Context: an optimization exercise on an open-source flow, tuned for small area, a short achievable clock period and few clock cycles. The choices shown serve that exercise and are no tape-out recipe.
At most, simulation tests tie the RTL to the original design; equivalence was not proved.
Only the layout flow was run in runs 2 to 9; the RTL was not checked for function there.
Power figures rest on the tool's default switching activity, not on a simulated workload.

File: design/flow/design.v
module RegFile(
	rdata1,			 
	rdata2,			 
	clock,
	wdata,			 
	waddr,			 
	raddr1,			 
	raddr2,			 
	write			 
	);
output [15:0] rdata1, rdata2;
input clock;
input [15:0] wdata;
input [2:0] raddr1, raddr2;
input [2:0] waddr;
input write;
reg [15:0] regcell[1:7];		 
integer i;
always @(posedge clock)
	for (i = 1; i < 8; i = i + 1)
		if (write && waddr == i) regcell[i] <= wdata;
assign rdata1 = (raddr1 == 0) ? 16'd0 : regcell[raddr1];
assign rdata2 = (raddr2 == 0) ? 16'd0 : regcell[raddr2];
endmodule
module Adder(
	sum,		 
	a,		 
	b,		 
	ci		 
	);
parameter W = 16;
output [W-1:0] sum;
input [W-1:0] a, b;
input ci;
wire [W-1:0] p = a ^ b;
wire [W-1:0] g = a & b;
AdderPG #(W) pg(sum, {p[W-1:1], p[0] ^ ci}, {g[W-1:1], g[0] | (p[0] & ci)});
endmodule
module AdderPG(
	sum,		 
	p,		 
	g		 
	);
parameter W = 16;
localparam L = (W > 16) ? 5 : (W > 8) ? 4 : (W > 4) ? 3 : (W > 2) ? 2 : 1;	 
output [W-1:0] sum;
input [W-1:0] p, g;
wire [W*(L+1)-1:0] G, P;
assign G[W-1:0] = g;
assign P[W-1:0] = p;
genvar l, i;
generate
	for (l = 0; l < L; l = l + 1) begin: level
		for (i = 0; i < W; i = i + 1) begin: col
			if (i >= (1 << l)) begin: comb
				assign G[(l+1)*W+i] = G[l*W+i] | (P[l*W+i] & G[l*W+i-(1<<l)]);
				assign P[(l+1)*W+i] = P[l*W+i] & P[l*W+i-(1<<l)];
			end else begin: pass
				assign G[(l+1)*W+i] = G[l*W+i];
				assign P[(l+1)*W+i] = P[l*W+i];
			end
		end
	end
endgenerate
assign sum = p ^ {G[L*W+W-2:L*W], 1'b0};
endmodule
module Control(
	RegWrite,	 
	RegDst,		 
	UseImm,		 
	MemRead,	 
	MemWrite,	 
	Branch,		 
	Jump,		 
	OpCode
	);
output RegWrite, RegDst, UseImm, MemRead, MemWrite, Branch, Jump;
input [3:0] OpCode;
assign RegDst   = (OpCode == 4'd0) | (OpCode == 4'd1);
assign UseImm   = (OpCode == 4'd6);
assign MemRead  = (OpCode == 4'd3);
assign MemWrite = (OpCode == 4'd4);
assign Branch   = (OpCode == 4'd5);
assign Jump     = (OpCode == 4'd8);
assign RegWrite = RegDst | UseImm | MemRead;
endmodule
module PMIPSL0(
	imemaddr, 	 
	dmemaddr,	 
	dmemwdata,	 
	dmemwrite,	 
	dmemread,	 
	aluresult,	 
	clock,
	imemrdata,	 
	dmemrdata,	 
	reset		 
	);
output [15:0] imemaddr;
output [15:0] dmemaddr;
output [15:0] dmemwdata;
output dmemwrite;
output dmemread;
output [15:0] aluresult;
input clock;
input [16:0] imemrdata;
input [15:0] dmemrdata;
input reset;
reg [16:0] IR;		 
reg [15:1] SeqPC;	 
reg [15:1] BTarget;	 
reg Taken;		 
reg JumpX;		 
reg [15:0] B;		 
reg [15:0] AddP, AddG;	 
wire RegWrite, RegDst, UseImm, MemRead, MemWrite, Branch, Jump;
Control ctl(RegWrite, RegDst, UseImm, MemRead, MemWrite, Branch, Jump, IR[16:13]);
wire [2:0] waddr = RegDst ? IR[6:4] : IR[9:7];
wire write = RegWrite && (waddr != 3'd0);
wire [15:0] sum;
AdderPG #(16) add(sum, AddP, AddG);
wire [15:0] wdata = MemRead ? dmemrdata : sum;
assign dmemaddr = sum;
assign dmemwdata = B;
assign dmemread = MemRead;
assign dmemwrite = MemWrite;
assign aluresult = sum;
wire [15:1] jtarget = {SeqPC[15:14], IR[12:0]};
wire [15:1] fetch = JumpX ? jtarget : (Taken ? BTarget : SeqPC);
assign imemaddr = {fetch, 1'b0};
wire [3:0] fop = imemrdata[16:13];
wire [2:0] frs = imemrdata[12:10];
wire [2:0] frt = imemrdata[9:7];
wire [15:0] fimm = {{9{imemrdata[6]}}, imemrdata[6:0]};
wire [15:0] ra, rb;
RegFile rf(ra, rb, clock, wdata, waddr, frs, frt, write);
wire [15:0] fa = (write && waddr == frs) ? wdata : ra;
wire [15:0] fb = (write && waddr == frt) ? wdata : rb;
wire fsub = (fop == 4'd1);
wire frtype = (fop == 4'd0) | fsub;
wire [15:0] fop2 = frtype ? (fsub ? ~fb : fb) : fimm;
wire [15:1] fbt;
Adder #(15) pcadd(fbt, fetch, fimm[14:0], 1'b1);
always @(posedge clock)
	if (reset) begin
		IR[16:13] <= 4'd2;	 
		Taken <= 1'b0;
		JumpX <= 1'b0;
		SeqPC <= 0;
	end else begin
		IR[16:13] <= fop;
		Taken <= (fop == 4'd5) && (fa == fb);
		JumpX <= (fop == 4'd8);
		SeqPC <= fetch + 1'b1;
	end
always @(posedge clock) begin
	IR[12:0] <= imemrdata[12:0];
	B <= fb;
	AddP <= {fa[15:1] ^ fop2[15:1], fa[0] ^ fop2[0] ^ fsub};
	AddG <= {fa[15:1] & fop2[15:1], (fa[0] & fop2[0]) | ((fa[0] ^ fop2[0]) & fsub)};
	BTarget <= fbt;
end
endmodule
File: design/flow/run.sh
#!/bin/bash
# synth_recipe.tcl (not shown) runs the flow's synth.tcl, then flattens the netlist and writes it again
# the make line also repeats each setting of config.mk as NAME=value (left out here)
make -C /OpenROAD-flow-scripts/flow DESIGN_CONFIG=/design/flow/config.mk WORK_HOME=/design/flow/orfs CLKGATE_MAP_FILE= SYNTH_SCRIPT=/design/flow/synth_recipe.tcl finish
File: design/flow/config.mk
export PLATFORM = sky130hd
export DESIGN_NAME = PMIPSL0
export DESIGN_NICKNAME = PMIPSL0
export VERILOG_FILES = /design/flow/design.v
export SDC_FILE = /design/flow/constraint.sdc
export NUM_CORES = 4
export LEC_CHECK = 0
export CAP_MARGIN = 20
export CORE_MARGIN = 2
export CORE_UTILIZATION = 40
export PLACE_DENSITY = 0.6
export SETUP_SLACK_MARGIN = 2.5
export SLEW_MARGIN = 20
export SYNTH_HIERARCHICAL = 1
File: design/flow/constraint.sdc
create_clock -name core_clock -period 6.0 [get_ports {clock}]
set_input_delay 1.2000 -clock core_clock [delete_from_list [all_inputs] [get_ports {clock}]]
set_output_delay 1.2000 -clock core_clock [all_outputs]
set_load 0.01 [all_outputs]
==> impl_metrics.tcl, run 1 <==
set metrics [dict create \
    clk_latency_ns 0.52 \
    port_buffers 99 \
    path_class "flop to output port" \
    vias_per_cell 5.45 \
    max_freq_mhz 280 \
    area_growth_syn_to_layout_pct 23.8 \
    place_congestion 0.804 \
    synth_fp_nets 1076 \
    first_pass_iters 5 \
    fin_crit_ns 3.57 \
    required_ns 4.80 \
    drt_iter0_drc 644 \
    dp_hpwl_mm 20.8 \
    ant_nets 0 \
    setup_tns_ns 0 \
    grt_max_degree 41 \
    avgSynthCellArea_um2 11.0 \
    cts_buffer_depth 3 \
    num-nets-final 1187 \
    fin_skew_ns 0.0119 \
    max-vdd-ir-drop_v 0.000168 \
    maxSlewHeadroom_pct 30.9 \
    p_per_area_nw_per_um2 317 \
    start_kind "flop" \
    drc 0 \
    clk_pin_slew_worst_paths_ns 0.06 \
    rsz0062_at_grt "yes" \
    grt_usage_pct 20.6 \
    grt_pass1_wl_mm 45.9 \
    total_power_mw 4.37 \
    initial_core_util_pct 40.3 \
    cts_tree "yes" \
    grt.overflow.total 0 \
    cts.hold.buffers_added 0 \
    holdWs_ns 0.588 \
    core_um2 27600 \
    critPathArrivalTime_ns 2.37 \
    syn_area_um2 11100 \
    avgRoutedWirePerCell_um 20.2 \
    dieWidth_um 171 \
    die-area_um2 29100 \
    tightest_slew_ns 1.03 \
    hold_viol_final 0 \
    post-route-period-util_pct 59.5 \
    syn_inst 1007 \
    num_io_pins 101 \
    yosysWarnings 25 \
    cp-end-kind "output port" \
    cts.htree.levels 1 \
    setup_viol_count_final 0 \
    drv_slew 0 \
    die_h_um 171 \
    p_leak_nw 5.33 \
    cts-root-buf "clkbuf_16" \
    antenna_cells 0 \
    drive_gt1_share_pct 21.3 \
    wirelength_mm 30.6 \
    outcome "no timing/DRC/antenna violations" \
    drv_cap 0 \
    grt_pass1_vias 7864 \
    routed-via-count 8249 \
    numCtsBuffers 24 \
    grt_antenna_before_repair 0 \
    row_count 61 \
    critical_path.max_fanout 5 \
    cts_sinks 208 \
    worstHoldPathType "flop to flop" \
]
==> where the power goes <==
group / switching (mW) / internal (mW) / total (mW)
clock network: 0.604 / 0.887 / 1.49
registers: 0.0786 / 1.69 / 1.77
logic: 0.637 / 0.472 / 1.11
==> layout make-up <==
type / count / area, um^2
clock buffer: 35 / 759
inverter: 64 / 240
clock inverter: 9 / 60.1
tap: 378 / 473
timing repair buffer: 151 / 1440
sequential: 208 / 5310
multi-input combinational: 669 / 5480
fill: 2513 / 13800
==> path summary, 6_finish.rpt <==
check	start	to	slack, ns	cells after the start
min reg2reg	IR[0]$_DFF_P_	SeqPC[1]$_SDFF_PP0_	0.59	3
min	IR[0]$_DFF_P_	SeqPC[1]$_SDFF_PP0_	0.59	3
max reg2reg	IR[15]$_SDFF_PP0_	Taken$_SDFF_PP0_	2.63	10
max	AddP[3]$_DFF_P_	dmemaddr[12]	2.43	6
==> flip-flops by register name, summed over array words and instances (netlist names) <==
register,cells
AddG,15
AddP,16
B,16
BTarget,15
IR,17
JumpX,1
SeqPC,15
Taken,1
rf.regcell,112
==> per-layer routing <==
metal	track usage [%]	wire, um	up-vias
li1	-	-	3894
met1	28.6	13700	4051
met2	34.4	14600	275
met3	2.59	1820	29
met4	4.50	463	0
met5	0	0	-
==> critical path: stages, from the launching register on <==
cell and delay (ns):
dfxtp_4 0.35, a21oi_1 0.40, a211o_4 0.24, a31oi_4 0.10, or4_4 0.45, o2111ai_4 0.13
buf_2 0.17
==> what timing repair did <==
action,in CTS,in global routing
pin swaps,7,13
gates cloned,1,1
buffers inserted,18,11
gates resized for setup,106,76
endpoints found under the setup margin,70,44
hold endpoints to repair,0,0
==> cells in the final DEF, fill, tap and decap left out, types with 7 or more instances in the layout <==
cell	count
buf_2	8
nor2_1	78
nor3_1	10
inv_1	63
nor2b_1	16
nand3_1	17
xor2_1	32
dfxtp_1	87
buf_6	11
a21oi_1	73
mux4_2	20
ha_1	31
mux2i_1	39
clkdlybuf4s50_1	69
buf_4	40
nand2_1	58
xnor2_1	36
a21oi_2	8
edfxtp_1	112
clkbuf_16	29
o21ai_0	24
mux2_2	29
a21o_1	13
a221oi_1	15
clkbuf_2	7
o21ai_1	19
==> through the flow <==
step	setup slack [ns]	instances	utilization (%)	instance area, um^2
6_report	2.43	1514	49.9	13800
5_1_grt	2.35	1514	49.9	13800
4_1_cts	2.26	1502	48.7	13400
3_5_place_dp	1.30	1439	44.7	12300
3_3_place_gp	1.35	1439	44.7	12300
2_1_floorplan	2.55	1007	-	11100
Testbench counts, summed over its fixed seeds: cycles 51,137.
==> run 2, diff against run 1 <==
--- a/design/flow/design.v
+++ b/design/flow/design.v
@@ -43,5 +43,5 @@
 	);
 parameter W = 16;
-localparam L = (W > 16) ? 5 : (W > 8) ? 4 : (W > 4) ? 3 : (W > 2) ? 2 : 1;	 
+localparam L = $clog2(W);
 output [W-1:0] sum;
 input [W-1:0] p, g;
==> run 2 against run 1 <==
Wire length is the same. Largest cell class unchanged. Utilization is the same. Critical endpoint unchanged. Clock skew is the same.
==> impl_metrics.tcl, run 2 <==
set metrics [dict create \
    syn_area_um2 11100 \
    dieWidth_um 171 \
    grt_pass1_vias 7864 \
    die-area_um2 29100 \
    antenna_cells 0 \
    grt_antenna_before_repair 0 \
    fin_crit_ns 3.57 \
    critical_path.max_fanout 5 \
    yosysWarnings 25 \
    syn_inst 1007 \
    fin_skew_ns 0.0119 \
    cp-end-kind "output port" \
    clk_pin_slew_worst_paths_ns 0.06 \
    crit_buf_inv 1 \
    p_per_area_nw_per_um2 317 \
    vias_per_cell 5.45 \
    drt-met1-wl_mm 13.7 \
    avgRoutedWirePerCell_um 20.2 \
    cts_tree "yes" \
    core_um2 27600 \
    fin_util_pct 49.9 \
    grt_pass1_wl_mm 45.9 \
    num_io_pins 101 \
    cts-root-buf "clkbuf_16" \
    cpMaxStageDelayCell "or4_4" \
    outcome "no timing/DRC/antenna violations" \
    ant_nets 0 \
    cp_cell_sequence "a21oi_1, a211o_4, a31oi_4, or4_4, o2111ai_4, buf_2" \
    drc 0 \
    setup_tns_ns 0 \
    tightest_slew_ns 1.03 \
    worstHoldPathType "flop to flop" \
    fillCellCount 2513 \
    setup_viol_count_final 0 \
    first_pass_iters 5 \
    grt_max_degree 41 \
    synth_fp_nets 1076 \
    rsz0062_at_grt "yes" \
    drive_gt1_share_pct 21.3 \
    critPathTopFamily "compound AO/OA/AOI/OAI gates" \
    cts.htree.levels 1 \
    wl_met2_mm 14.6 \
    row_count 61 \
    cts_sinks 208 \
    dp_slack_ns 1.30 \
    place_congestion 0.804 \
    drv_slew 0 \
    maxSlewHeadroom_pct 30.9 \
    start_kind "flop" \
    drv_cap 0 \
    area_growth_syn_to_layout_pct 23.8 \
    multi_input_area_um2 5480 \
    top_layer "met4" \
    drt_iter0_drc 644 \
    critPathArrivalTime_ns 2.37 \
    path_class "flop to output port" \
    final_cell_mix "edfxtp_1 (112), dfxtp_1 (87), nor2_1 (78), a21oi_1 (73), clkdlybuf4s50_1 (69)" \
    max-vdd-ir-drop_v 0.000168 \
    num-nets-final 1187 \
    clk_latency_ns 0.52 \
    numCtsBuffers 24 \
    regArea_um2 5310 \
    dr_wl_met3_mm 1.82 \
    hold_viol_final 0 \
    setup_slack_ns 2.43 \
    largest_reg_flops 112 \
    dp_hpwl_mm 20.8 \
    grt.overflow.total 0 \
    cts.hold.buffers_added 0 \
    die_h_um 171 \
    reg_top3 "rf.regcell x112, IR x17" \
    post-route-period-util_pct 59.5 \
    cts_buffer_depth 3 \
    avgSynthCellArea_um2 11.0 \
    required_ns 4.80 \
    top_register "rf.regcell" \
    grt_usage_pct 20.6 \
    max_freq_mhz 280 \
    initial_core_util_pct 40.3 \
    layout_commonest_cell "edfxtp_1" \
    wirelength_mm 30.6 \
    port_buffers 99 \
    p_leak_nw 5.33 \
    routed-via-count 8249 \
    slowest_delay_ns 0.45 \
]
==> run 2: what timing repair did <==
| action | 4_1_cts | 5_1_grt |
|---|---|---|
| pin swaps | 7 | 13 |
| setup buffers | 18 | 11 |
| gates cloned | 1 | 1 |
| setup endpoints to repair | 70 | 44 |
| resized for setup | 106 | 76 |
==> run 2: report_power, final <==
| part | internal, mW | switching (mW) | leakage (nW) |
|---|---|---|---|
| clock | 0.887 | 0.604 | 0.416 |
| sequential | 1.69 | 0.0786 | 1.82 |
| combinational | 0.472 | 0.637 | 3.10 |
| total | 3.05 | 1.32 | 5.33 |
==> run 2: worst paths after layout <==
check / from / to / slack, ns / cells after the start
worst max-delay path: AddP[3]$_DFF_P_ / dmemaddr[12] / 2.43 / 6
worst min register to register: IR[0]$_DFF_P_ / SeqPC[1]$_SDFF_PP0_ / 0.59 / 3
worst min-delay path: IR[0]$_DFF_P_ / SeqPC[1]$_SDFF_PP0_ / 0.59 / 3
worst max register to register: IR[15]$_SDFF_PP0_ / Taken$_SDFF_PP0_ / 2.63 / 10
==> run 2: routing by layer <==
layer  global-route usage [%]  vias up
li1                         -     3894
met1                     28.6     4051
met2                     34.4      275
met3                     2.59       29
met4                     4.50        0
met5                        0        -
==> run 2: cell type report <==
cell class                      count  share of cell area (%)
Clock buffer                       35                    5.52
Clock inverter                      9                   0.436
Inverter                           64                    1.75
Multi-Input combinational cell    669                    39.8
Sequential cell                   208                    38.6
Tap cell                          378                    3.44
Timing Repair Buffer              151                    10.5
==> run 2: worst min-delay path, delay by kind of cell, from the launching register on <==
family	cells	cell delay, ns
simple gates	2	0.11
compound gates	1	0.13
flops	1	0.31
==> run 2: through the flow <==
| stage | total power, mW | hold slack, ns | area (um^2) | cells |
|---|---|---|---|---|
| finish | 4.37 | 0.588 | 13800 | 1514 |
| global route | 4.56 | 0.633 | 13800 | 1514 |
| CTS | 4.31 | 0.648 | 13400 | 1502 |
| detailed placement | 2.81 | 0.635 | 12300 | 1439 |
| global placement | 2.80 | 0.623 | 12300 | 1439 |
| floorplan | 2.41 | 0.571 | 11100 | 1007 |
==> run 3, diff against run 2 <==
--- a/design/flow/config.mk
+++ b/design/flow/config.mk
@@ -10,5 +10,5 @@
 export CORE_UTILIZATION = 40
 export PLACE_DENSITY = 0.6
-export SETUP_SLACK_MARGIN = 2.5
+export SETUP_SLACK_MARGIN = 3.0
 export SLEW_MARGIN = 20
 export SYNTH_HIERARCHICAL = 1
==> run 3 against run 2 <==
Sequential share of layout area shrank 3.1 points. Via count grew 4.4%. Wire length grew 6.1%. Cell count grew 4.4%.
==> impl_metrics.tcl, run 3 <==
set metrics [dict create \
    outcome "no timing/DRC/antenna violations" \
    required_ns 4.80 \
    initial_core_util_pct 40.3 \
    grt_max_degree 39 \
    setup_tns_ns 0 \
    cts-root-buf "clkbuf_16" \
    avgSynthCellArea_um2 11.0 \
    numCtsBuffers 24 \
    cts_buffer_depth 3 \
    regArea_um2 5320 \
    synth_fp_nets 1076 \
    drt_iter0_drc 686 \
    p_per_area_nw_per_um2 306 \
    core_um2 27600 \
    dieWidth_um 171 \
    tightest_slew_ns 1.02 \
    ant_nets 0 \
    avgRoutedWirePerCell_um 20.5 \
    rsz0062_at_grt "yes" \
    cts_sinks 208 \
    area_growth_syn_to_layout_pct 34.8 \
    fin_crit_ns 3.57 \
    worstHoldPathType "flop to flop" \
    num-nets-final 1253 \
    hold_depth 3 \
    num_io_pins 101 \
    setup_slack_ns 2.43 \
    grt_pass1_wl_mm 48.1 \
    die_h_um 171 \
    top_register "rf.regcell" \
    vias_per_cell 5.45 \
    grt_pass1_vias 8348 \
    path_class "flop to output port" \
    clk_latency_ns 0.52 \
    cpMaxStageDelayCell "or4_4" \
    syn_area_um2 11100 \
    grt.overflow.total 0 \
    clk_pin_slew_worst_paths_ns 0.06 \
    largest_reg_flops 112 \
    critPathLaunch "AddP[5]$_DFF_P_" \
    yosysWarnings 25 \
    p_leak_nw 5.85 \
    syn_inst 1007 \
    reg2reg_depth 13 \
    routed-via-count 8611 \
    layout_commonest_cell "edfxtp_1" \
    die-area_um2 29100 \
    cp-end-kind "output port" \
    drc 0 \
    fin_skew_ns 0.0107 \
    drv_cap 0 \
    fin_util_pct 54.4 \
    antenna_cells 0 \
    place_congestion 0.856 \
    row_count 61 \
    multi_input_area_um2 6030 \
    post-route-period-util_pct 59.5 \
    maxSlewHeadroom_pct 29.9 \
    hold_viol_final 0 \
    critical_path.max_fanout 5 \
    dp_hpwl_mm 20.9 \
    reg2reg_from "AddP[3]$_DFF_P_" \
    max_freq_mhz 280 \
    reg_top3 "rf.regcell x112, IR x17" \
    total_power_mw 4.59 \
    port_buffers 99 \
    cp_cell_sequence "a21o_1, a22oi_2, a31oi_4, or4_4, o2111ai_4, buf_6" \
    cts_tree "yes" \
    start_kind "flop" \
    wirelength_mm 32.4 \
    setup_viol_count_final 0 \
    hp-start "BTarget[15]$_DFF_P_" \
    grt_usage_pct 21.7 \
    drive_gt1_share_pct 34.4 \
    final_cell_mix "edfxtp_1 (112), dfxtp_1 (81), buf_4 (71), nor2_1 (67)" \
    dp_slack_ns 1.40 \
    critPathArrivalTime_ns 2.37 \
    drv_slew 0 \
    cts.hold.buffers_added 0 \
    fillCellCount 2341 \
    r2r_setup_slack_ns 2.52 \
    first_pass_iters 5 \
    max-vdd-ir-drop_v 0.000186 \
    grt_antenna_before_repair 0 \
    slowest_delay_ns 0.44 \
    cts.htree.levels 1 \
]
## run 3: timing repair
item	in CTS	in global routing
pin swaps	68	39
cloned	2	0
resized for setup	320	91
endpoints found under the setup margin	97	94
setup buffers	69	27
## run 3: per-layer routing
metal  wire (um)  part of all wire, %  global-route usage, %  up-vias
met4        1070                  3.3                   7.13        0
met2       15400                   47                   35.5      291
met3        2170                  6.7                   4.19       68
met5           0                    0                   1.91        -
li1            -                    -                      -     4022
met1       13800                   43                   28.8     4230
## run 3: power by group
part	switching (mW)	internal [mW]	total, mW
combinational	0.728	0.586	1.31
clock	0.598	0.895	1.49
sequential	0.0897	1.69	1.78
total	1.42	3.17	4.59
## run 3: worst max-delay path: cells and delay by family (launching register included)
kind                   cells  cell delay, ns
AOI/OAI and AO/OA          4            0.86
buffers and inverters      1            0.15
DFF                        1            0.39
and+or+nand+nor            1            0.44
## run 3: worst paths after layout
path,endpoint
worst max-delay path,aluresult[12]
worst min-delay path,SeqPC[15]$_SDFF_PP0_
worst max register to register,Taken$_SDFF_PP0_
worst min register to register,SeqPC[15]$_SDFF_PP0_
## run 3: area by class of cell
cell class / instances / area share [%]
clock inverters: 17 / 1.22
clock buffers: 27 / 4.22
repair buffers: 216 / 14.1
multi-input cells: 670 / 40.2
well taps: 378 / 3.16
flip-flops and latches: 208 / 35.5
inverters: 64 / 1.63
## run 3: through the flow
stage               hold WS (ns)  instances  cell area [um^2]
CTS                        0.636       1553             14400
finish                     0.638       1580             15000
floorplan                  0.571       1007             11200
global route               0.681       1580             15000
detailed placement         0.658       1438             12400
global placement           0.631       1438             12400
==> run 4, diff against run 3 <==
--- a/design/flow/design.v
+++ b/design/flow/design.v
@@ -33,12 +33,11 @@
 input [W-1:0] a, b;
 input ci;
-wire [W-1:0] p = a ^ b;
-wire [W-1:0] g = a & b;
-AdderPG #(W) pg(sum, {p[W-1:1], p[0] ^ ci}, {g[W-1:1], g[0] | (p[0] & ci)});
+AdderPG #(W) pg(sum, a ^ b, a & b, ci);
 endmodule
 module AdderPG(
 	sum,		 
 	p,		 
-	g		 
+	g,		 
+	ci		 
 	);
 parameter W = 16;
@@ -46,6 +45,7 @@
 output [W-1:0] sum;
 input [W-1:0] p, g;
+input ci;
 wire [W*(L+1)-1:0] G, P;
-assign G[W-1:0] = g;
+assign G[W-1:0] = {g[W-1:1], g[0] | (p[0] & ci)};
 assign P[W-1:0] = p;
 genvar l, i;
@@ -63,5 +63,5 @@
 	end
 endgenerate
-assign sum = p ^ {G[L*W+W-2:L*W], 1'b0};
+assign sum = p ^ {G[L*W+W-2:L*W], ci};
 endmodule
 module Control(
@@ -114,4 +114,5 @@
 reg [15:0] B;		 
 reg [15:0] AddP, AddG;	 
+reg Cin;		 
 wire RegWrite, RegDst, UseImm, MemRead, MemWrite, Branch, Jump;
 Control ctl(RegWrite, RegDst, UseImm, MemRead, MemWrite, Branch, Jump, IR[16:13]);
@@ -119,5 +120,5 @@
 wire write = RegWrite && (waddr != 3'd0);
 wire [15:0] sum;
-AdderPG #(16) add(sum, AddP, AddG);
+AdderPG #(16) add(sum, AddP, AddG, Cin);
 wire [15:0] wdata = MemRead ? dmemrdata : sum;
 assign dmemaddr = sum;
@@ -157,6 +158,7 @@
 	IR[12:0] <= imemrdata[12:0];
 	B <= fb;
-	AddP <= {fa[15:1] ^ fop2[15:1], fa[0] ^ fop2[0] ^ fsub};
-	AddG <= {fa[15:1] & fop2[15:1], (fa[0] & fop2[0]) | ((fa[0] ^ fop2[0]) & fsub)};
+	AddP <= fa ^ fop2;
+	AddG <= fa & fop2;
+	Cin <= fsub;
 	BTarget <= fbt;
 end
--- a/design/flow/config.mk
+++ b/design/flow/config.mk
@@ -10,5 +10,4 @@
 export CORE_UTILIZATION = 40
 export PLACE_DENSITY = 0.6
-export SETUP_SLACK_MARGIN = 3.0
 export SLEW_MARGIN = 20
 export SYNTH_HIERARCHICAL = 1
==> run 4 against run 3 <==
Sequential cell count rose by 1. Worst hold slack improved by 0.022 ns. Die area fell by 0.89%. Sequential share of layout area rose by 5.4 points. Power fell by 4.4%. Setup slack got worse by 1.0 ns. Utilization fell by 6.3 points. Fmax fell by 22%. Sequential power barely moved. Combinational power fell by 15%. Area after synthesis fell by 0.91%. Design area fell by 13%. Highest routed layer unchanged.
==> impl_metrics.tcl, run 4 <==
set metrics [dict create \
    clk_latency_ns 0.52 \
    top_register "rf.regcell" \
    hold_viol_final 0 \
    start_kind "flop" \
    drive_gt1_share_pct 15.7 \
    drv_slew 0 \
    grt_antenna_before_repair 0 \
    drc 0 \
    cts_buffer_depth 3 \
    first_pass_iters 7 \
    worstHoldPathType "flop to flop" \
    syn_inst 968 \
    antenna_cells 0 \
    hold_depth 3 \
    critPathArrivalTime_ns 3.38 \
    slowest_delay_ns 0.64 \
    wirelength_mm 30.5 \
    num-nets-final 1122 \
    area_growth_syn_to_layout_pct 17.9 \
    grt_pass1_vias 7817 \
    post-cts-setup-buffer-count 0 \
    final_cell_mix "edfxtp_1 (112), dfxtp_1 (97), clkdlybuf4s50_1 (97), a21oi_1 (78), nor2_1 (68)" \
    clk_pin_slew_worst_paths_ns 0.05 \
    cp_cell_sequence "ha_1, or2_2, ha_1, o211ai_1, a21oi_2, o21ai_2, nand2_1, xor2_1, clkdlybuf4s50_1" \
    routed-via-count 7883 \
    dp_slack_ns 1.45 \
    row_count 60 \
    outcome "no timing/DRC/antenna violations" \
    largest_reg_flops 112 \
    max-vdd-ir-drop_v 0.000184 \
    grt_max_degree 41 \
    setup_tns_ns 0 \
    ant_nets 0 \
    cts_sinks 209 \
    grt.overflow.total 0 \
    avgSynthCellArea_um2 11.4 \
    placed_cell_area_um2 12200 \
    place_congestion 0.844 \
    vias_per_cell 5.59 \
    cts.hold.buffers_added 0 \
    cts_resized 0 \
    grt_usage_pct 21.3 \
    syn_area_um2 11000 \
    fin_area_um2 13000 \
    reg_top3 "rf.regcell x112, IR x17" \
    synth_fp_nets 1039 \
    post-route-period-util_pct 76.3 \
    cts.htree.levels 1 \
    dp_hpwl_mm 21.8 \
    grt_pass1_wl_mm 46.9 \
    die-area_um2 28900 \
    required_ns 4.80 \
    drv_cap 0 \
    cts-root-buf "clkbuf_16" \
    setup_viol_count_final 0 \
    setup_slack_ns 1.42 \
    die_h_um 170 \
    drt_iter0_drc 712 \
    initial_core_util_pct 40.8 \
    cts_tree "yes" \
    numCtsBuffers 24 \
    path_class "flop to output port" \
    core_um2 27000 \
    fin_skew_ns 0.00933 \
    tightest_slew_ns 1.12 \
    crit_top_cell "ha_1" \
    reg2reg_depth 10 \
    maxSlewHeadroom_pct 25.2 \
    num_io_pins 101 \
    fin_crit_ns 4.58 \
    dieWidth_um 170 \
    max_freq_mhz 218 \
    cpMaxStageDelayCell "clkdlybuf4s50_1" \
    p_per_area_nw_per_um2 338 \
    cp-end-kind "output port" \
    avgRoutedWirePerCell_um 21.6 \
    rsz0062_at_grt "no" \
    critical_path.max_fanout 3 \
    p_leak_nw 4.85 \
    yosysWarnings 25 \
    layout_commonest_cell "edfxtp_1" \
    fin_util_pct 48.1 \
    port_buffers 99 \
]
==> run 4: power by group <==
| part | internal [mW] | switching [mW] | total [mW] |
|---|---|---|---|
| Clock | 0.914 | 0.576 | 1.49 |
| Combinational | 0.473 | 0.640 | 1.11 |
| Sequential | 1.71 | 0.0714 | 1.78 |
==> run 4: final timing paths <==
kind,from,to,slack (ns)
hold reg to reg,BTarget[15]$_DFF_P_,SeqPC[15]$_SDFF_PP0_,0.66
hold / removal,BTarget[15]$_DFF_P_,SeqPC[15]$_SDFF_PP0_,0.66
setup / recovery,Cin$_DFF_P_,aluresult[10],1.42
setup reg to reg,IR[15]$_SDFF_PP0_,Taken$_SDFF_PP0_,1.83
==> run 4: cell type report <==
| type | instances | area, um^2 |
|---|---|---|
| Fill cell | 2471 | 14000 |
| Sequential cell | 209 | 5310 |
| Multi-Input combinational cell | 644 | 5110 |
| Timing Repair Buffer | 121 | 1150 |
| Clock buffer | 37 | 724 |
| Tap cell | 341 | 427 |
| Inverter | 51 | 191 |
| Clock inverter | 7 | 88.8 |
==> run 4: critical path, delay by kind of cell, from the launching register on <==
kind,cells,cell delay (ns)
adders and majority gates,2,0.42
AOI/OAI and AO/OA,3,0.60
buffers and inverters,1,0.64
and+or+nand+nor,2,0.45
DFF,1,0.30
xor gates and xnor gates,1,0.45
==> run 4: per-layer routing <==
| metal | GRT usage [%] | vias up | share of wire, % |
|---|---|---|---|
| li1 | - | 3692 | - |
| met1 | 29.6 | 3871 | 46 |
| met2 | 34.1 | 265 | 45 |
| met3 | 3.51 | 55 | 6.1 |
| met4 | 6.80 | 0 | 2.8 |
| met5 | 0 | - | 0 |
==> run 4: stage by stage <==
step                std cells  power, mW  hold slack (ns)
finish                   1410       4.39            0.660
global route             1410       4.57            0.731
CTS                      1410       4.42            0.662
detailed placement       1366       2.92            0.644
global placement         1366       2.91            0.632
floorplan                 968       2.48            0.587
==> run 5, diff against run 4 <==
--- a/design/flow/config.mk
+++ b/design/flow/config.mk
@@ -10,4 +10,5 @@
 export CORE_UTILIZATION = 40
 export PLACE_DENSITY = 0.6
+export SETUP_SLACK_MARGIN = 2.0
 export SLEW_MARGIN = 20
 export SYNTH_HIERARCHICAL = 1
==> run 5 against run 4 <==
Synthesized cell count is the same. Clock skew is essentially flat. Fmax grew 13%. Combinational power grew 5%. Sequential cell count is the same. Sequential share of layout area shrank 0.84 points. Register-to-register slack gained 0.44 ns. Clock-buffer cell count is the same. Non-clock buffer count grew 19. Global-route usage grew 0.16 points. Critical path type unchanged.
==> impl_metrics.tcl, run 5 <==
set metrics [dict create \
    fin_skew_ns 0.00962 \
    top_register "rf.regcell" \
    rsz0062_at_grt "yes" \
    place_congestion 0.844 \
    core_um2 27000 \
    required_ns 4.80 \
    syn_inst 968 \
    start_kind "flop" \
    grt_usage_pct 21.5 \
    avgSynthCellArea_um2 11.4 \
    grt_antenna_before_repair 0 \
    clk_pin_slew_worst_paths_ns 0.06 \
    cts_sinks 209 \
    cts-root-buf "clkbuf_16" \
    cts.hold.buffers_added 0 \
    grt_pass1_wl_mm 47.2 \
    synth_fp_nets 1039 \
    setup_viol_count_final 0 \
    critPathLaunch "Cin$_DFF_P_" \
    cp-end-kind "output port" \
    die-area_um2 28900 \
    p_per_area_nw_per_um2 335 \
    path_class "flop to output port" \
    largest_reg_flops 112 \
    final_cell_mix "edfxtp_1 (112), dfxtp_1 (93), clkdlybuf4s50_1 (80), a21oi_1 (78), nor2_1 (67)" \
    max_freq_mhz 247 \
    clk_latency_ns 0.52 \
    fin_area_um2 13300 \
    port_buffers 99 \
    die_h_um 170 \
    maxSlewHeadroom_pct 38.0 \
    grt.overflow.total 0 \
    hold_viol_final 0 \
    cts_buffer_depth 3 \
    initial_core_util_pct 40.8 \
    grt_max_degree 41 \
    setup_slack_ns 1.95 \
    p_leak_nw 5.04 \
    drt_iter0_drc 688 \
    drc 0 \
    dp_slack_ns 1.45 \
    critPathArrivalTime_ns 2.85 \
    ant_nets 0 \
    reg_top3 "rf.regcell x112, IR x17" \
    drv_cap 0 \
    row_count 60 \
    fin_crit_ns 4.05 \
    holdWs_ns 0.659 \
    drive_gt1_share_pct 18.8 \
    max-vdd-ir-drop_v 0.000176 \
    hp-start "BTarget[15]$_DFF_P_" \
    drv_slew 0 \
    placed_cell_area_um2 12200 \
    vias_per_cell 5.56 \
    worstHoldPathType "flop to flop" \
    numCtsBuffers 24 \
    cts_tree "yes" \
    dp_hpwl_mm 21.8 \
    grt_pass1_vias 7961 \
    avgRoutedWirePerCell_um 21.5 \
    setup_tns_ns 0 \
    area_growth_syn_to_layout_pct 20.5 \
    antenna_cells 0 \
    yosysWarnings 25 \
    outcome "no timing/DRC/antenna violations" \
    reg2reg_depth 16 \
    num-nets-final 1141 \
    syn_area_um2 11000 \
    tightest_slew_ns 0.928 \
    fillCellCount 2435 \
    first_pass_iters 5 \
    post-route-period-util_pct 67.5 \
    total_power_mw 4.45 \
    cts.htree.levels 1 \
    dieWidth_um 170 \
    num_io_pins 101 \
    wirelength_mm 30.8 \
    layout_commonest_cell "edfxtp_1" \
    reg2reg_from "Cin$_DFF_P_" \
    routed-via-count 7944 \
    critical_path.max_fanout 3 \
    hold_depth 3 \
]
[run 5: worst paths after layout]
path                                        endpoint  slack, ns
worst max-delay path                   aluresult[12]       1.95
worst max register to register      Taken$_SDFF_PP0_       2.27
worst min-delay path            SeqPC[15]$_SDFF_PP0_       0.66
worst min register to register  SeqPC[15]$_SDFF_PP0_       0.66
[run 5: critical path, cell delays in order, from the launching register on]
cell and delay, ns:
dfxtp_2 0.32, ha_4 0.16, or2_4 0.23, ha_4 0.16, o211ai_1 0.27, a21oi_2 0.13
o21ai_2 0.20, nand2_2 0.14, buf_6 0.16, a311oi_4 0.27, buf_4 0.18, buf_6 0.10
[run 5: layout make-up]
| cell class | instances | area (um^2) | share of cell area (%) |
|---|---|---|---|
| Inverter | 51 | 191 | 1.44 |
| Tap cell | 341 | 427 | 3.21 |
| Clock inverter | 7 | 88.8 | 0.669 |
| Timing Repair Buffer | 140 | 1320 | 9.92 |
| Multi-Input combinational cell | 644 | 5220 | 39.3 |
| Clock buffer | 37 | 724 | 5.46 |
| Sequential cell | 209 | 5310 | 40.0 |
[run 5: metal layers]
layer | up-vias | track usage (%) | wire length (um)
met5 | - | 0 | 0
met4 | 0 | 7.13 | 898
met3 | 63 | 3.79 | 1880
met2 | 265 | 34.5 | 14000
met1 | 3884 | 29.4 | 13900
li1 | 3732 | - | -
[run 5: what timing repair did]
item                       CTS  global route
gates resized for setup     31            23
pin swaps                    6             8
setup endpoints to repair   22            17
gates cloned                 0             0
buffers inserted            14             5
[run 5: report_power, final]
group / leakage, nW / switching (mW) / internal, mW
sequential: 1.83 / 0.0773 / 1.71
combinational: 2.82 / 0.664 / 0.509
clock: 0.394 / 0.577 / 0.914
total: 5.04 / 1.32 / 3.13
[run 5: per-stage QoR]
stage / cells / utilization, %
2_1_floorplan: 968 / -
3_3_place_gp: 1366 / 45.1
3_5_place_dp: 1366 / 45.1
4_1_cts: 1424 / 48.8
5_1_grt: 1429 / 49.1
6_report: 1429 / 49.1
==> run 6, diff against run 5 <==
==> design/flow/design.v (replaced) <==
module RegFile(
	rdata1,			 
	rdata2,			 
	clock,
	wdata,			 
	waddr,			 
	raddr1,			 
	raddr2,			 
	write			 
	);
output [15:0] rdata1, rdata2;
input clock;
input [15:0] wdata;
input [2:0] raddr1, raddr2;
input [2:0] waddr;
input write;
reg [15:0] regcell[1:7];		 
integer i;
always @(posedge clock)
	for (i = 1; i < 8; i = i + 1)
		if (write && waddr == i) regcell[i] <= wdata;
assign rdata1 = (raddr1 == 0) ? 16'd0 : regcell[raddr1];
assign rdata2 = (raddr2 == 0) ? 16'd0 : regcell[raddr2];
endmodule
module Control(
	RegWrite,	 
	RegDst,		 
	Sub,		 
	UseImm,		 
	MemRead,	 
	MemWrite,	 
	Branch,		 
	Jump,		 
	OpCode
	);
output RegWrite, RegDst, Sub, UseImm, MemRead, MemWrite, Branch, Jump;
input [3:0] OpCode;
assign RegDst   = (OpCode == 4'd0) | (OpCode == 4'd1);
assign Sub      = (OpCode == 4'd1);
assign UseImm   = (OpCode == 4'd6);
assign MemRead  = (OpCode == 4'd3);
assign MemWrite = (OpCode == 4'd4);
assign Branch   = (OpCode == 4'd5);
assign Jump     = (OpCode == 4'd8);
assign RegWrite = RegDst | UseImm | MemRead;
endmodule
module PMIPSL0(
	imemaddr, 	 
	dmemaddr,	 
	dmemwdata,	 
	dmemwrite,	 
	dmemread,	 
	aluresult,	 
	clock,
	imemrdata,	 
	dmemrdata,	 
	reset		 
	);
output [15:0] imemaddr;
output [15:0] dmemaddr;
output [15:0] dmemwdata;
output dmemwrite;
output dmemread;
output [15:0] aluresult;
input clock;
input [16:0] imemrdata;
input [15:0] dmemrdata;
input reset;
reg [16:0] IR;		 
reg [15:1] SeqPC;	 
wire [3:0] op = IR[16:13];
wire [2:0] rs = IR[12:10];
wire [2:0] rt = IR[9:7];
wire [2:0] rd = IR[6:4];
wire [15:0] imm = {{9{IR[6]}}, IR[6:0]};
wire RegWrite, RegDst, Sub, UseImm, MemRead, MemWrite, Branch, Jump;
Control ctl(RegWrite, RegDst, Sub, UseImm, MemRead, MemWrite, Branch, Jump, op);
wire [15:0] a, b;
wire [15:0] wdata;
wire [2:0] waddr = RegDst ? rd : rt;
RegFile rf(a, b, clock, wdata, waddr, rs, rt, RegWrite);
wire [15:0] addr = a + imm;
wire [15:0] alu = Sub ? a - b : a + b;
assign wdata = MemRead ? dmemrdata : (UseImm ? addr : alu);
assign dmemaddr = addr;
assign dmemwdata = b;
assign dmemread = MemRead;
assign dmemwrite = MemWrite;
assign aluresult = addr;
wire taken = Branch && (a == b);
wire [15:1] btarget = SeqPC + imm[14:0];
wire [15:1] jtarget = {SeqPC[15:14], IR[12:0]};
wire [15:1] fetch = Jump ? jtarget : (taken ? btarget : SeqPC);
assign imemaddr = {fetch, 1'b0};
always @(posedge clock)
	if (reset) begin
		IR[16:13] <= 4'd2;	 
		SeqPC <= 0;
	end else begin
		IR[16:13] <= imemrdata[16:13];
		SeqPC <= fetch + 1'b1;
	end
always @(posedge clock)
	IR[12:0] <= imemrdata[12:0];
endmodule
--- a/design/flow/config.mk
+++ b/design/flow/config.mk
@@ -10,5 +10,3 @@
 export CORE_UTILIZATION = 40
 export PLACE_DENSITY = 0.6
-export SETUP_SLACK_MARGIN = 2.0
 export SLEW_MARGIN = 20
-export SYNTH_HIERARCHICAL = 1
==> run 6 against run 5 <==
Clock-buffer cell count down 20. Design area is 5.2% lower. Global-route usage is 3.3 points higher. Combinational power is essentially flat. Sequential power is 32% lower. Setup slack worse by 1.8 ns. Non-clock buffer count is 15 higher. Clock skew increased by 0.0048 ns. Synthesized cell count rose by 10%. Critical path type unchanged.
==> impl_metrics.tcl, run 6 <==
set metrics [dict create \
    final_cell_mix "edfxtp_1 (112), a21oi_1 (98), clkdlybuf4s50_1 (96), nor2_1 (92)" \
    synth_most_common_cell "edfxtp_1" \
    core_um2 25300 \
    initial_core_util_pct 41.0 \
    cp-end-kind "output port" \
    rsz0062_at_grt "yes" \
    total_power_mw 3.50 \
    grt_usage_pct 24.7 \
    top_register "rf.regcell" \
    reg2reg_from "IR[7]$_DFF_P_" \
    path_class "flop to output port" \
    num-nets-final 1268 \
    grt_pass1_wl_mm 50.1 \
    hp-start "SeqPC[15]$_SDFF_PP0_" \
    start_kind "flop" \
    cts-root-buf "clkbuf_16" \
    vias_per_cell 5.93 \
    setup_slack_ns 0.170 \
    drc 0 \
    dp_hpwl_mm 25.0 \
    cts_tree "yes" \
    fin_area_um2 12600 \
    grt.overflow.total 0 \
    drv_cap 0 \
    placed_cell_area_um2 11800 \
    max_freq_mhz 172 \
    critPathArrivalTime_ns 4.63 \
    synth-main-ff-cell "edfxtp_1" \
    row_count 58 \
    worstHoldPathType "flop to flop" \
    maxSlewHeadroom_pct 27.8 \
    setup_tns_ns 0 \
    max-vdd-ir-drop_v 0.000173 \
    synthTopCellsByCount "edfxtp_1 (112), a21oi_1 (99), nor2_1 (94), nand2_1 (60), inv_1 (59)" \
    dieWidth_um 165 \
    die-area_um2 27200 \
    cts_buffer_depth 2 \
    yosysSeqAreaShare_pct 38.7 \
    first_pass_iters 6 \
    numCtsBuffers 17 \
    grt_pass1_vias 8509 \
    wirelength_mm 33.7 \
    yosysTopAreaCellShare_pct 32.5 \
    critPathLaunch "IR[7]$_DFF_P_" \
    tightest_slew_ns 1.08 \
    synth_edf_count 112 \
    p_per_area_nw_per_um2 278 \
    drt_iter0_drc 843 \
    dp_slack_ns 0.342 \
    outcome "no timing/DRC/antenna violations" \
    port_buffers 99 \
    num_io_pins 101 \
    ys_types 92 \
    required_ns 4.80 \
    hold_viol_final 0 \
    synth_area_leaders "edfxtp_1 (33%), ha_1 (6.8%), dfxtp_1 (6.2%)" \
    area_growth_syn_to_layout_pct 21.7 \
    clk_pin_slew_worst_paths_ns 0.07 \
    setup_viol_count_final 0 \
    drv_slew 0 \
    die_h_um 165 \
    avgSynthCellArea_um2 9.68 \
    fin_skew_ns 0.0144 \
    place_congestion 0.974 \
    grt_antenna_before_repair 0 \
    post-route-period-util_pct 97.2 \
    r2r_end "rf.regcell[7][15]$_DFFE_PP_" \
    reg2reg_depth 17 \
    avgRoutedWirePerCell_um 22.2 \
    r2r_setup_slack_ns 0.84 \
    routed-via-count 8993 \
    critical_path.max_fanout 15 \
    cts.htree.levels 4 \
    synth_fp_nets 1164 \
    largest_reg_flops 112 \
    grt_max_degree 47 \
    ant_nets 0 \
    cts_sinks 144 \
    synth_top_area_cell "edfxtp_1" \
    syn_area_um2 10300 \
    clk_latency_ns 0.44 \
    drive_gt1_share_pct 13.7 \
    fin_crit_ns 5.83 \
    synth-seq-cells 144 \
    reg_top3 "rf.regcell x112, IR x17, SeqPC x15" \
    antenna_cells 0 \
    worstSetupEndpoint "imemaddr[3]" \
    yosysWarnings 19 \
    layout_commonest_cell "edfxtp_1" \
    syn_inst 1069 \
    async_flop_share_pct 0 \
    p_leak_nw 4.92 \
]
-- run 6: cell type report --
type,count,area [um^2]
Clock buffer,17,425
Timing Repair Buffer,155,1490
Fill cell,2386,12700
Tap cell,330,413
Sequential cell,144,4020
Inverter,61,231
Clock inverter,15,196
Multi-Input combinational cell,794,5820
-- run 6: worst min-delay path by stage --
stage	endpoint	slack, ns	depth (start not counted)
6_report	SeqPC[15]$_SDFF_PP0_	0.58	3
5_1_grt	SeqPC[15]$_SDFF_PP0_	0.64	3
4_1_cts	SeqPC[15]$_SDFF_PP0_	0.59	3
3_5_place_dp	SeqPC[15]$_SDFF_PP0_	0.58	3
3_3_place_gp	SeqPC[15]$_SDFF_PP0_	0.57	3
2_1_floorplan	SeqPC[15]$_SDFF_PP0_	0.60	3
-- run 6: critical path, cell delays in order, from the launching register on --
cell and delay (ns):
dfxtp_4 0.44, buf_4 0.27, mux4_2 0.53, nand2_1 0.08
o21a_1 0.21, ha_1 0.27, and3b_1 0.21, and2_1 0.20
and4_1 0.20, mux2_4 0.30, and4_1 0.19, buf_4 0.19
a221o_1 0.41, inv_1 0.14, clkdlybuf4s50_1 0.55
-- run 6: cells by family (layout without fill, tap and decap cells) --
logic type,after synthesis,in the layout,share of synthesized area [%]
DFF,144,144,38.7
other,1,1,0.0362
xor gates and xnor gates,51,51,4.57
muxes,74,74,8.38
AOI/OAI and AO/OA,313,313,20.6
buffers and inverters,131,248,5.62
adders and majority gates,62,62,7.74
and+or+nand+nor,293,293,14.3
-- run 6: timing repair --
action | CTS | global route
cloned | 0 | 1
setup buffers | 0 | 4
pin swaps | 0 | 6
gates resized for setup | 5 | 24
setup endpoints to repair | 9 | 27
hold buffers | 0 | 0
-- run 6: power breakdown --
group | switching [mW] | internal, mW | total (mW)
sequential | 0.0316 | 1.19 | 1.22
combinational | 0.661 | 0.500 | 1.16
clock | 0.487 | 0.635 | 1.12
-- run 6: through the flow --
| step | hold WS (ns) | std cells | util [%] |
|---|---|---|---|
| after floorplan | 0.596 | 1069 | - |
| after global placement | 0.566 | 1479 | 46.8 |
| after detailed placement | 0.579 | 1479 | 46.8 |
| after CTS | 0.591 | 1511 | 49.4 |
| after global routing | 0.639 | 1516 | 49.9 |
| final | 0.584 | 1516 | 49.9 |
-- run 6: layer usage --
metal / up-vias / track usage (%) / share of wire [%]
li1: 4190 / - / -
met1: 4351 / 32.7 / 43
met2: 395 / 40.5 / 46
met3: 57 / 4.90 / 7.2
met4: 0 / 8.74 / 3.1
met5: - / 0 / 0
==> run 7, diff against run 6 <==
--- a/design/flow/config.mk
+++ b/design/flow/config.mk
@@ -6,7 +6,9 @@
 export NUM_CORES = 4
 export LEC_CHECK = 0
+export ABC_CLOCK_PERIOD_IN_PS = 3000
 export CAP_MARGIN = 20
 export CORE_MARGIN = 2
-export CORE_UTILIZATION = 40
-export PLACE_DENSITY = 0.6
+export CORE_UTILIZATION = 55
+export PLACE_DENSITY = 0.65
+export SETUP_SLACK_MARGIN = 2.5
 export SLEW_MARGIN = 20
==> run 7 against run 6 <==
Still clean. Worst hold slack improved by 0.11 ns. Area after synthesis did not move. Global-route usage rose by 11 points. Sequential power barely moved. Die area fell by 27%. Critical endpoint is now aluresult[11]. Highest routed layer unchanged.
==> impl_metrics.tcl, run 7 <==
set metrics [dict create \
    outcome "no timing/DRC/antenna violations" \
    p_comb_share_pct 39.9 \
    wirelength_mm 39.0 \
    fin_crit_ns 5.39 \
    worstHoldPathType "flop to flop" \
    grt_antenna_before_repair 0 \
    reg_top3 "rf.regcell x112, IR x17, SeqPC x15" \
    total_power_mw 3.81 \
    avgRoutedWirePerCell_um 25.0 \
    area_growth_syn_to_layout_pct 43.3 \
    cp-end-kind "output port" \
    post-route-period-util_pct 89.8 \
    synth-main-ff-cell "edfxtp_1" \
    clk_latency_ns 0.44 \
    synth_top_area_cell "edfxtp_1" \
    synth_most_common_cell "edfxtp_1" \
    critical_path.max_fanout 7 \
    tightest_slew_ns 1.16 \
    ant_nets 0 \
    path_class "flop to output port" \
    num_io_pins 101 \
    dieWidth_um 141 \
    die-area_um2 19900 \
    grt_pass1_wl_mm 54.2 \
    syn_inst 1069 \
    setup_viol_count_final 0 \
    fillCellCount 1172 \
    syn_area_um2 10300 \
    place_congestion 0.969 \
    yosysWarnings 19 \
    p_leak_nw 6.11 \
    port_buffers 99 \
    p_seq_share_pct 32.2 \
    num-nets-final 1408 \
    fin_skew_ns 0.0147 \
    synthTopCellsByCount "edfxtp_1 (112), a21oi_1 (99), nor2_1 (94), nand2_1 (60), inv_1 (59)" \
    clk_pin_slew_worst_paths_ns 0.07 \
    async_flop_share_pct 0 \
    antenna_cells 0 \
    cts_sinks 144 \
    numCtsBuffers 17 \
    p_per_area_nw_per_um2 257 \
    critPathArrivalTime_ns 4.19 \
    grt_pass1_vias 9412 \
    p_clk_share_pct 27.9 \
    layout_commonest_cell "buf_4" \
    synth_fp_nets 1164 \
    die_h_um 141 \
    regArea_um2 4020 \
    cts.htree.levels 4 \
    rsz0062_at_grt "yes" \
    grt_usage_pct 36.1 \
    grt.overflow.total 0 \
    p_int_mw 2.44 \
    initial_core_util_pct 55.7 \
    max-vdd-ir-drop_v 0.000238 \
    r2r_setup_slack_ns 1.13 \
    required_ns 4.80 \
    largest_reg_flops 112 \
    cts-root-buf "clkbuf_16" \
    dp_hpwl_mm 24.9 \
    cts_tree "yes" \
    drv_cap 0 \
    first_pass_iters 5 \
    yosysTopAreaCellShare_pct 32.5 \
    core_um2 18600 \
    swShare_pct 36.0 \
    p_sw_mw 1.37 \
    synth_area_leaders "edfxtp_1 (33%), ha_1 (6.8%), dfxtp_1 (6.2%)" \
    drt_iter0_drc 1091 \
    final_cell_mix "buf_4 (149), edfxtp_1 (112), nor2_1 (78), a21oi_1 (75), nand2_1 (54)" \
    grt_max_degree 22 \
    start_kind "flop" \
    setup_tns_ns 0 \
    yosysSeqAreaShare_pct 38.7 \
    avgSynthCellArea_um2 9.68 \
    cts_buffer_depth 2 \
    multi_input_area_um2 7000 \
    routed-via-count 10300 \
    maxSlewHeadroom_pct 21.9 \
    ys_types 92 \
    synth-seq-cells 144 \
    drv_slew 0 \
    synth_edf_count 112 \
    row_count 50 \
    drive_gt1_share_pct 39.0 \
    hold_viol_final 0 \
    drc 0 \
    vias_per_cell 6.61 \
    max_freq_mhz 186 \
    top_register "rf.regcell" \
]
-- run 7: changes by cell type in the layout (fill, tap and decap cells not counted), sizes merged --
cell           before  now
clkdlybuf4s50      96   38
dlymetal6s2s        3   16
clkdlybuf4s15       0    7
bufinv              2    0
dlygate4sd2         0    3
and4                3    4
buf                55  223
clkbuf             18   24
clkinv              4    5
a21oi             100  101
-- run 7: worst paths after layout --
| check | startpoint | to | cells past startpoint |
|---|---|---|---|
| setup / recovery | IR[10]$_DFF_P_ | aluresult[11] | 17 |
| hold / removal | SeqPC[4]$_SDFF_PP0_ | SeqPC[4]$_SDFF_PP0_ | 3 |
| setup reg to reg | IR[10]$_DFF_P_ | rf.regcell[7][14]$_DFFE_PP_ | 21 |
| hold reg to reg | SeqPC[4]$_SDFF_PP0_ | SeqPC[4]$_SDFF_PP0_ | 3 |
-- run 7: critical path, stage by stage (launching register included) --
cell      delay (ns)
dfxtp_4         0.43
buf_4           0.15
inv_4           0.06
a21oi_1         0.22
o22a_1          0.22
inv_1           0.06
a221oi_2        0.27
o21ai_4         0.11
ha_4            0.21
a21o_1          0.20
a21o_1          0.18
maj3_2          0.35
a311o_1         0.35
o21a_1          0.14
o21a_1          0.22
a31oi_2         0.26
xnor2_2         0.17
buf_2           0.17
-- run 7: area by class of cell --
class                           instances  share of cell area, %
Clock buffer                           18                   2.96
Clock inverter                         14                  0.953
Inverter                               61                   1.67
Multi-Input combinational cell        796                   47.2
Sequential cell                       144                   27.1
Tap cell                              234                   1.97
Timing Repair Buffer                  293                   18.1
-- run 7: cell families after synthesis --
kind of cell | count (synthesis) | share of synthesized area, %
DFF | 144 | 38.7
adders and majority gates | 62 | 7.74
and+or+nand+nor | 293 | 14.3
xor gates and xnor gates | 51 | 4.57
buffers and inverters | 131 | 5.62
muxes | 74 | 8.38
other | 1 | 0.0362
AOI/OAI and AO/OA | 313 | 20.6
-- run 7: per-stage QoR --
stage | std cells | cell area [um^2] | utilization, % | hold slack [ns] | setup WS, ns
2_1_floorplan | 1069 | 10900 | - | 0.596 | 1.25
3_3_place_gp | 1379 | 12100 | 64.9 | 0.590 | 0.418
3_5_place_dp | 1379 | 12100 | 64.9 | 0.586 | 0.382
4_1_cts | 1477 | 13400 | 72.4 | 0.693 | 0.820
5_1_grt | 1560 | 14800 | 79.8 | 0.733 | 0.530
6_report | 1560 | 14800 | 79.8 | 0.696 | 0.612
-- run 7: power by group through the flow --
stage | Clock (mW) | Combinational, mW | Sequential, mW
after floorplan | 0 | 0.801 | 1.23
after detailed placement | 0 | 1.18 | 1.25
after CTS | 1.06 | 1.25 | 1.22
final | 1.06 | 1.52 | 1.22
after global placement | 0 | 1.18 | 1.25
after global routing | 1.09 | 1.60 | 1.23
-- run 7: what timing repair did --
| item | in CTS | in global routing |
|---|---|---|
| pin swaps | 46 | 88 |
| setup endpoints to repair | 184 | 194 |
| cloned | 3 | 4 |
| hold buffers | 0 | 0 |
| setup buffers | 63 | 79 |
| gates resized for setup | 213 | 198 |
-- run 7: routing by layer --
layer | routed length, um | global-route usage (%) | vias to the layer above
met2 | 18100 | 58.9 | 693
li1 | - | - | 4491
met5 | 0 | 0 | -
met4 | 2050 | 15.0 | 0
met3 | 3750 | 4.69 | 142
met1 | 15100 | 48.9 | 4984
==> run 8, diff against run 7 <==
--- a/design/flow/design.v
+++ b/design/flow/design.v
@@ -67,6 +67,7 @@
 input [15:0] dmemrdata;
 input reset;
-reg [16:0] IR;		 
-reg [15:1] SeqPC;	 
+reg [15:1] PC;		 
+wire [16:0] IR = imemrdata;
+wire [15:1] SeqPC = PC + 1'b1;	 
 wire [3:0] op = IR[16:13];
 wire [2:0] rs = IR[12:10];
@@ -92,14 +93,7 @@
 wire [15:1] jtarget = {SeqPC[15:14], IR[12:0]};
 wire [15:1] fetch = Jump ? jtarget : (taken ? btarget : SeqPC);
-assign imemaddr = {fetch, 1'b0};
+assign imemaddr = {PC, 1'b0};
 always @(posedge clock)
-	if (reset) begin
-		IR[16:13] <= 4'd2;	 
-		SeqPC <= 0;
-	end else begin
-		IR[16:13] <= imemrdata[16:13];
-		SeqPC <= fetch + 1'b1;
-	end
-always @(posedge clock)
-	IR[12:0] <= imemrdata[12:0];
+	if (reset) PC <= 0;
+	else PC <= fetch;
 endmodule
==> run 8 against run 7 <==
Clock power about the same. Still clean. Clock-buffer cell count fell by 1. Area after synthesis decreased by 6.9%. Critical endpoint is now dmemaddr[13]. Setup slack got worse by 0.26 ns. Clock skew grew 0.00061 ns.
==> impl_metrics.tcl, run 8 <==
set metrics [dict create \
    cts.htree.levels 4 \
    cpMaxStageDelayCell "a311oi_2" \
    grt_max_degree 35 \
    cp_cell_sequence "buf_12, mux2_4, o21ai_2, a21oi_1, nor2_1, a311oi_2, ha_1, a21o_1, a2111o_1, and3_4, a221oi_4, o311ai_4, buf_4, buf_6, a31oi_4, xnor2_2, buf_2" \
    max-vdd-ir-drop_v 0.000242 \
    critPathArrivalTime_ns 4.45 \
    tightest_slew_ns 0.903 \
    outcome "no timing/DRC/antenna violations" \
    synth-main-ff-cell "edfxtp_1" \
    rsz0062_at_grt "yes" \
    setup_viol_count_final 0 \
    clk_latency_ns 0.43 \
    worstHoldPathType "flop to flop" \
    yosysSeqAreaShare_pct 38.0 \
    cts_sinks 127 \
    hp-start "PC[15]$_SDFF_PP0_" \
    core_um2 17200 \
    cts_buffer_depth 2 \
    drv_cap 0 \
    place_congestion 0.943 \
    avgRoutedWirePerCell_um 23.1 \
    dp_hpwl_mm 22.0 \
    reg_top3 "rf.regcell x112, PC x15" \
    num-nets-final 1334 \
    cts-root-buf "clkbuf_16" \
    p_per_area_nw_per_um2 261 \
    grt_usage_pct 34.7 \
    reg2reg_depth 18 \
    holdWs_ns 0.645 \
    grt_pass1_wl_mm 47.8 \
    synth-seq-cells 127 \
    grt_antenna_before_repair 0 \
    yosysWarnings 19 \
    critical_path.max_fanout 6 \
    die-area_um2 18600 \
    p_leak_nw 5.60 \
    async_flop_share_pct 0 \
    critPathLaunch "imemrdata[10]" \
    maxSlewHeadroom_pct 39.2 \
    crit_buf_inv 4 \
    fin_crit_ns 5.65 \
    slowest_delay_ns 0.36 \
    largest_reg_flops 112 \
    grt.overflow.total 0 \
    synth_top_area_cell "edfxtp_1" \
    synthTopCellsByCount "edfxtp_1 (112), nor2_1 (100), a21oi_1 (95), ha_1 (59), nand2_1 (58)" \
    first_pass_iters 5 \
    top_register "rf.regcell" \
    num_io_pins 101 \
    numCtsBuffers 17 \
    ys_types 88 \
    avgSynthCellArea_um2 9.69 \
    final_cell_mix "buf_4 (143), edfxtp_1 (112), nor2_1 (89), a21oi_1 (79), nand2_1 (57)" \
    synth_fp_nets 1093 \
    synth_area_leaders "edfxtp_1 (35%), ha_1 (7.7%), a21oi_1 (4.9%)" \
    path_class "primary input to output port" \
    max_freq_mhz 177 \
    dieWidth_um 136 \
    clk_pin_slew_worst_paths_ns 0.07 \
    drive_gt1_share_pct 36.9 \
    start_kind "primary input" \
    total_power_mw 3.59 \
    port_buffers 99 \
    routed-via-count 9354 \
    post-route-period-util_pct 94.1 \
    required_ns 4.80 \
    die_h_um 136 \
    cp-end-kind "output port" \
    drc 0 \
    cts_tree "yes" \
    syn_inst 995 \
    area_growth_syn_to_layout_pct 42.4 \
    fin_area_um2 13700 \
    layout_commonest_cell "buf_4" \
    hold_viol_final 0 \
    yosysTopAreaCellShare_pct 34.9 \
    synth_edf_count 112 \
    placed_cell_area_um2 11400 \
    vias_per_cell 6.35 \
    ant_nets 0 \
    drt_iter0_drc 944 \
    antenna_cells 0 \
    grt_pass1_vias 8457 \
    initial_core_util_pct 55.9 \
    synth_most_common_cell "edfxtp_1" \
    row_count 48 \
    syn_area_um2 9640 \
    cp_num_cells 17 \
    hold_depth 3 \
    critPathTopFamily "compound AO/OA/AOI/OAI gates" \
    reg2reg_from "rf.regcell[2][1]$_DFFE_PP_" \
    drv_slew 0 \
    fin_skew_ns 0.0153 \
    wirelength_mm 34.0 \
]
-- run 8: cell types whose count changed after synthesis, sizes merged, moves of 7 or more --
cell   delta
inv      -14
or2       -9
o21ai     +9
o21a      +8
and2      -8
a221o     -9
nor2      +8
and3      +7
dfxtp    -17
xor2     +11
mux2i    -10
-- run 8: layout make-up --
cell class	instances	area (um^2)
timing repair buffer	287	2610
multi-input combinational	754	6340
clock buffer	17	425
inverter	49	211
sequential	127	3660
fill	1101	3510
tap	225	282
clock inverter	15	184
-- run 8: path summary, 6_finish.rpt --
kind                                                   end  slack (ns)
worst min-delay path                     PC[15]$_SDFF_PP0_        0.64
worst min register to register           PC[15]$_SDFF_PP0_        0.64
worst max-delay path                          dmemaddr[13]        0.35
worst max register to register  rf.regcell[5][5]$_DFFE_PP_        1.94
-- run 8: timing repair --
action / 4_1_cts / 5_1_grt
hold buffers: 0 / 0
endpoints found under the hold margin: 0 / 0
gates resized for setup: 268 / 176
pin swaps: 53 / 50
endpoints found under the setup margin: 203 / 232
cloned: 2 / 1
setup buffers: 42 / 46
-- run 8: worst min-delay path: cells and delay by family (launching register included) --
family / cells / cell delay, ns
xor+xnor: 1 / 0.09
flops: 1 / 0.35
compound gates: 1 / 0.12
simple gates: 1 / 0.05
-- run 8: where the power goes --
part / total, mW / switching, mW / leakage [nW] / internal (mW)
logic: 1.44 / 0.763 / 4.17 / 0.682
clock network: 1.06 / 0.492 / 0.298 / 0.567
registers: 1.08 / 0.0154 / 1.13 / 1.07
-- run 8: cell families after synthesis --
group,share of synthesized area [%]
AO/OA/AOI/OAI,21.4
XOR/XNOR,5.09
adder cells (fa/ha/maj),8.49
buffers and inverters,5.44
flip-flops,38.0
multiplexers,8.15
other,0.0389
AND/OR/NAND/NOR,13.4
-- run 8: per-layer routing --
metal	up-vias	global-route usage, %	routed length (um)
met2	560	54.1	15900
met3	97	6.45	3070
li1	4213	-	-
met5	-	0	0
met4	0	13.0	1300
met1	4484	48.4	13700
-- run 8: metrics by stage --
stage	utilization, %	setup slack (ns)	instances	TNS, ns
3_5_place_dp	66.4	-0.397	1351	-4.93
2_1_floorplan	-	0.256	995	0
6_report	79.6	0.354	1474	0
5_1_grt	79.6	0.171	1474	0
4_1_cts	74.8	0.425	1427	0
3_3_place_gp	66.4	-0.362	1351	-4.26
==> run 9, diff against run 8 <==
==> design/flow/config.mk (replaced) <==
export PLATFORM = sky130hd
export DESIGN_NAME = PMIPSL0
export DESIGN_NICKNAME = PMIPSL0
export VERILOG_FILES = /design/flow/design.v
export SDC_FILE = /design/flow/constraint.sdc
export NUM_CORES = 4
export LEC_CHECK = 0
export CAP_MARGIN = 20
export CORE_MARGIN = 2
export CORE_UTILIZATION = 40
export PLACE_DENSITY = 0.6
export SLEW_MARGIN = 20
==> run 9 against run 8 <==
Critical endpoint is now dmemaddr[10]. Register-to-register slack got worse by 0.21 ns. Die area rose by 36%. Power down 8.6%. Setup slack worse by 0.19 ns. Clock power hardly changed. Wire length down 4.9%. Fmax shrank 3.2%.
==> impl_metrics.tcl, run 9 <==
set metrics [dict create \
    r2r_setup_slack_ns 1.73 \
    maxSlewHeadroom_pct 36.4 \
    setup_slack_ns 0.166 \
    drv_slew 0 \
    max_freq_mhz 171 \
    p_leak_nw 4.82 \
    grt_pass1_wl_mm 49.5 \
    antenna_cells 0 \
    area_growth_syn_to_layout_pct 26.6 \
    synth-seq-cells 127 \
    drive_gt1_share_pct 18.8 \
    grt_usage_pct 25.5 \
    numCtsBuffers 17 \
    async_flop_share_pct 0 \
    cp-end-kind "output port" \
    dpl.cell_count 1455 \
    outcome "no timing/DRC/antenna violations" \
    yosysWarnings 19 \
    hold_viol_final 0 \
    total_power_mw 3.28 \
    place_congestion 0.936 \
    ant_nets 0 \
    crit_top_cell "buf_4" \
    fin_util_pct 51.8 \
    critPathTopFamily "buffers and inverters" \
    initial_core_util_pct 40.9 \
    routed-via-count 8715 \
    setup_tns_ns 0 \
    top_layer "met4" \
    grt_antenna_before_repair 0 \
    drc 0 \
    drt_iter0_drc 877 \
    vias_per_cell 5.83 \
    cts-root-buf "clkbuf_16" \
    reg_top3 "rf.regcell x112, PC x15" \
    critical_path.max_fanout 15 \
    yosysTopAreaCellShare_pct 34.9 \
    final_cell_mix "buf_4 (113), edfxtp_1 (112), nor2_1 (100), a21oi_1 (94), clkdlybuf4s50_1 (77)" \
    tightest_slew_ns 0.943 \
    max-vdd-ir-drop_v 0.000137 \
    die_h_um 159 \
    setup_viol_count_final 0 \
    num_io_pins 101 \
    dr_wl_met3_mm 2.32 \
    slowest_delay_ns 0.57 \
    largest_reg_flops 112 \
    clk_pin_slew_worst_paths_ns 0.06 \
    min_to "PC[15]$_SDFF_PP0_" \
    top_register "rf.regcell" \
    fin_skew_ns 0.00988 \
    grt.overflow.total 0 \
    fin_crit_ns 5.83 \
    drv_cap 0 \
    dp_hpwl_mm 24.1 \
    avgRoutedWirePerCell_um 21.6 \
    synth_top_area_cell "edfxtp_1" \
    cts_tree "yes" \
    cts.htree.levels 4 \
    grt_max_degree 31 \
    reg2reg_depth 18 \
    reg2reg_from "rf.regcell[3][1]$_DFFE_PP_" \
    grt_pass1_vias 8667 \
    cts_buffer_depth 2 \
    ys_types 88 \
    port_buffers 99 \
    instances_no_fill 1495 \
    fin_area_um2 12200 \
    cpMaxStageDelayCell "clkdlybuf4s50_1" \
    core_um2 23500 \
    num-nets-final 1261 \
    path_class "primary input to output port" \
]
-- run 9: changes by cell type in the layout (fill, tap and decap cells not counted), sizes merged, moves of 2 or more --
cell and change:
buf -107, dlymetal6s2s -7, clkdlybuf4s50 +38, clkbuf -9, bufbuf -2, clkdlybuf4s15 +3
dlygate4sd2 +12
-- run 9: layer usage --
layer / vias to the layer above / global-route usage (%)
li1: 4058 / -
met1: 4188 / 32.2
met2: 387 / 42.8
met5: - / 0
met4: 0 / 11.0
met3: 82 / 4.71
-- run 9: how the worst max path moves through the flow --
stage	slack, ns	end	startpoint	depth (start not counted)
after global placement	-0.44	aluresult[15]	imemrdata[12]	17
final	0.17	dmemaddr[10]	imemrdata[10]	15
after global routing	0.06	aluresult[15]	imemrdata[10]	16
after CTS	0.01	dmemaddr[9]	imemrdata[12]	17
after detailed placement	-0.46	aluresult[15]	imemrdata[12]	17
after floorplan	0.03	dmemaddr[15]	imemrdata[10]	16
-- run 9: power by group --
group          leakage [nW]  switching (mW)  internal (mW)
Combinational          3.41           0.641          0.517
Sequential             1.13          0.0140           1.07
Clock                 0.280           0.454          0.583
Total                  4.82            1.11           2.17
-- run 9: kinds of logic (layout without fill, tap and decap cells) --
group,after synthesis,count (layout),synth area share [%]
AND/OR/NAND/NOR,270,270,13.4
AO/OA/AOI/OAI,301,301,21.4
flip-flops,127,127,38.0
multiplexers,62,62,8.15
adder cells (fa/ha/maj),63,63,8.49
buffers and inverters,115,296,5.44
XOR/XNOR,56,56,5.09
other,1,1,0.0389
-- run 9: worst reg2reg max path, delay by kind of cell, from the launching register on --
family / cells / cell delay [ns]
compound gates: 9 / 1.85
simple gates: 3 / 0.56
buf+inv: 3 / 0.47
flops: 1 / 0.37
fa+ha+maj: 1 / 0.32
mux: 1 / 0.29
xor+xnor: 1 / 0.14
-- run 9: final cells by class --
class | count | area [um^2] | share of cell area, %
Clock buffer | 17 | 425 | 3.49
Clock inverter | 15 | 148 | 1.21
Inverter | 49 | 184 | 1.51
Multi-Input combinational cell | 753 | 5530 | 45.3
Sequential cell | 127 | 3660 | 30.0
Tap cell | 319 | 399 | 3.27
Timing Repair Buffer | 215 | 1850 | 15.2
-- run 9: repair_timing --
action / in CTS / in global routing
buffers inserted: 8 / 0
endpoints found under the setup margin: 24 / 20
resized for setup: 40 / 5
pin swaps: 13 / 13

Re-timed with assumed drivers on the ports (clkbuf_16 on the clock, buf_2 on other inputs), run 9 has 0.146 ns of setup slack against 0.166 ns with ideal ports, and 0.146 ns once port delays also move by the mid clock arrival of 0.477 ns.
